From an optimization exercise on the open Yosys and OpenROAD flow, aimed at small area, a short achievable clock period and few clock cycles per item; shortcuts taken in it are not production practice.
No driver is modelled on the clock port, so clocking that relies on it looks cheaper here than on a real chip.
Power and IR drop assume default switching activity.

## job 105
==> flow/design.v <==
module rd_aoi3(input [31:0] d0, input [31:0] d1, input [31:0] d2,
               input s0, input s1, input s2, output [31:0] y);
  assign y = ~((d0 & {32{s0}}) | (d1 & {32{s1}}) | (d2 & {32{s2}}));
endmodule
module rd_aoi2(input [31:0] d0, input [31:0] d1, input s0, input s1,
               output [31:0] y);
  assign y = ~((d0 & {32{s0}}) | (d1 & {32{s1}}));
endmodule
module rd_nand4(input [31:0] a, input [31:0] b, input [31:0] c, input [31:0] d,
                output [31:0] y);
  assign y = ~(a & b & c & d);
endmodule
module rd_nand3(input [31:0] a, input [31:0] b, input [31:0] c, output [31:0] y);
  assign y = ~(a & b & c);
endmodule
module rd_nor4(input [31:0] a, input [31:0] b, input [31:0] c, input [31:0] d,
               output [31:0] y);
  assign y = ~(a | b | c | d);
endmodule
module rd_nor3(input [31:0] a, input [31:0] b, input [31:0] c, output [31:0] y);
  assign y = ~(a | b | c);
endmodule
module apb_master(
  input pclk,
  input preset,
  input [31:0]paddr,
  input pwrite,
  input [2:0]pprot,
  input [31:0]pwdata,
  input [3:0]pstrb,
  output reg [31:0]prdata,
  output pslverr,
  output reg penable,
  output reg [3:0]psel,
  output reg pready
);
  wire req = |paddr;
  wire [6:0] addr = {paddr[31:30], paddr[4:0]};
  wire [127:0] wl = 128'b1 << addr;
  wire [3:0] be = (pstrb == 4'b0) ? 4'b1111 : pstrb;
  wire [3:0] wen = {4{preset & req & pwrite}} & be;
  reg [31:0] memory [0:127];
  integer i;
  always @(posedge pclk) begin
    for (i = 0; i < 128; i = i + 1) begin
      if (wl[i] & wen[0]) memory[i][7:0]   <= pwdata[7:0];
      if (wl[i] & wen[1]) memory[i][15:8]  <= pwdata[15:8];
      if (wl[i] & wen[2]) memory[i][23:16] <= pwdata[23:16];
      if (wl[i] & wen[3]) memory[i][31:24] <= pwdata[31:24];
    end
  end
  wire [31:0] g [0:42];
  genvar k;
  generate
    for (k = 0; k < 42; k = k + 1) begin : l1
      rd_aoi3 u(memory[3*k], memory[3*k+1], memory[3*k+2],
                wl[3*k], wl[3*k+1], wl[3*k+2], g[k]);
    end
  endgenerate
  rd_aoi2 l1_last(memory[126], memory[127], wl[126], wl[127], g[42]);
  wire [31:0] h [0:10];
  generate
    for (k = 0; k < 10; k = k + 1) begin : l2
      rd_nand4 u(g[4*k], g[4*k+1], g[4*k+2], g[4*k+3], h[k]);
    end
  endgenerate
  rd_nand3 l2_last(g[40], g[41], g[42], h[10]);
  wire [31:0] k0, k1, k2, rdata;
  rd_nor4 l3_0(h[0], h[1], h[2], h[3], k0);
  rd_nor4 l3_1(h[4], h[5], h[6], h[7], k1);
  rd_nor3 l3_2(h[8], h[9], h[10], k2);
  rd_nand3 l4(k0, k1, k2, rdata);
  assign pslverr = 1'b0;
  always @(*) begin
    pready  = req;
    penable = req;
    psel    = 4'b0001 << paddr[31:30];
    prdata  = rdata;
  end
endmodule
clock: 8.0 ns
lec_check: 0
cap_margin: 20
core_margin: 2
core_utilization: 45
place_density: 0.6
setup_slack_margin: 2.0
slew_margin: 20
synth_hierarchical: 1
synth_minimum_keep_size: 0
standard.sh (not shown) runs the stock make flow with config.mk's settings and CLKGATE_MAP_FILE= SYNTH_SCRIPT=/design/flow/synth_recipe.tcl, a recipe that flattens the netlist after the stock synthesis.
==> flow/flow/run.sh <==
#!/bin/bash
# Layout: the standard flow, with the resizer allowed to change a cell's
# footprint (drive strength) while repairing timing.
set -euo pipefail
bash standard.sh MATCH_CELL_FOOTPRINT=0 finish > standard_flow.log 2>&1
diff inputs: job 105 => job 103
==> flow/run.sh (new file) <==
#!/bin/bash
# synth_recipe.tcl (not shown) runs the flow's synth.tcl, then flattens the netlist and writes it again
# the make line also repeats each setting of config.mk as NAME=value (left out here)
make -C /OpenROAD-flow-scripts/flow DESIGN_CONFIG=/design/flow/config.mk WORK_HOME=/design/flow/orfs CLKGATE_MAP_FILE= SYNTH_SCRIPT=/design/flow/synth_recipe.tcl finish
removed: flow/flow/run.sh
removed: flow/standard.sh
==> run notes <==
- Detailed-placement wirelength estimate: job 105 vs job 103 identical
- Row worst-case setup margin in the final layout: job 103 higher / job 105 lower
- Between job 103 and job 105, the difference in total power is negligible.
- Of job 103 and job 105, the lower number of nets at the end of the flow belongs to job 105.
- Job 103 vs job 105: cell area up slightly
- Number of inverters outside the clock class in the layout was higher in job 103 than in job 105.
- Re number of buffers inserted during clock tree synthesis: no difference whatsoever between job 103 and job 105.
- Job 103 ends up with lower fraction of the cycle the final worst path needs than job 105 does.
- Per the comparison of job 103 with job 105, number of global-route vias before repair now sits at about the same level; number of gates on the worst path with buffers counted now sits lower; static power due to leakage now sits higher.
No run of this note included a check of the RTL's function; only the layout flow was run.


RTL: the design.v shown in full above, as it stands there.
export LEC_CHECK = 0
export CAP_MARGIN = 20
export CORE_MARGIN = 2
export CORE_UTILIZATION = 60
export CTS_CLUSTER_DIAMETER = 100
export CTS_CLUSTER_SIZE = 30
export PLACE_DENSITY = 0.7
export SETUP_SLACK_MARGIN = 2.0
export SLEW_MARGIN = 20
export SYNTH_HIERARCHICAL = 1
export SYNTH_MINIMUM_KEEP_SIZE = 0
create_clock -name core_clock -period 8.0 [get_ports {pclk}]
run.sh (not shown) runs the stock make flow with config.mk's settings and CLKGATE_MAP_FILE= SYNTH_SCRIPT=/design/flow/synth_recipe.tcl, a recipe that flattens the netlist after the stock synthesis.
Stock flow here: none of the scripts above is used.
Next try:
==> flow/flow/run.sh (new file) <==
#!/bin/bash
# Layout: the standard flow, with longer timing repair after CTS
# (flow/post_cts.tcl, sourced at the end of ORFS's CTS step).
set -euo pipefail
here=$(pwd)
bash standard.sh POST_CTS_TCL=$here/flow/post_cts.tcl finish > standard_flow.log 2>&1
==> flow/flow/post_cts.tcl (new file) <==
# Extra setup repair after CTS: the standard call stops after a fixed number of
# passes while the in-to-out paths are still improving.
estimate_parasitics -placement
for {set i 0} {$i < 4} {incr i} {
  log_cmd repair_timing -setup -setup_margin 3.0 -repair_tns 100 \
    -max_passes 5000 -verbose
  detailed_placement
  estimate_parasitics -placement
}
check_placement -verbose
report_worst_slack -max
==> flow/standard.sh (new file) <==
#!/bin/bash
# synth_recipe.tcl (not shown) runs the flow's synth.tcl, then flattens the netlist and writes it again
# the make line also repeats each setting of config.mk as NAME=value (left out here)
make -C /OpenROAD-flow-scripts/flow DESIGN_CONFIG=/design/flow/config.mk WORK_HOME=/design/flow/orfs CLKGATE_MAP_FILE= SYNTH_SCRIPT=/design/flow/synth_recipe.tcl "${@:-finish}"
removed: flow/run.sh
Result: Global-route usage rose by 0.28 points. Worst hold slack barely changes. Total power barely changes. First-iteration DRC count shrinks by about 4.4%.
Function was not checked in any run of this note: the RTL went through the layout flow alone.

[afterwards: timing with drivers on the ports]
In the flow no input, the clock included, has a driving cell. The finished layouts below were timed again as built, in two steps.
Step 1 sets driving cells, clkbuf_16 on the clock port and buf_2 on the other inputs (assumed; they add their load-dependent delay and slew).
Step 2 adds t to the input delays and takes it off the output delays; t is the mean of the earliest and latest rising clock arrival at the registers after step 1. Input paths then give back, and output paths get back, about the clock's delay inside the block.
Three values: ideal, step 1, step 2; two values: the first two.
run | t (ns) | setup slack, ns | hold WS [ns] | worst slew at a driven data input, ns
job 105 | 1.060 | 1.440 / 1.275 / 1.275 | 1.081 / 0.997 / 2.057 | 0.21
job 103 | 1.055 | 1.468 / 1.264 / 1.264 | 1.090 / 1.007 / 2.062 | 0.29
the first run of note 2 | 0.966 | 1.572 / 1.513 / 1.513 | 1.172 / 1.120 / 2.086 | 0.12
the second run of note 2 | 0.972 | 1.550 / 1.493 / 1.493 | 1.170 / 1.112 / 2.084 | 0.12
After both steps every run listed still meets setup and hold. For job 103, which loses most, drivers alone change the setup slack by -0.204 ns; drivers and shift together by -0.204 ns.
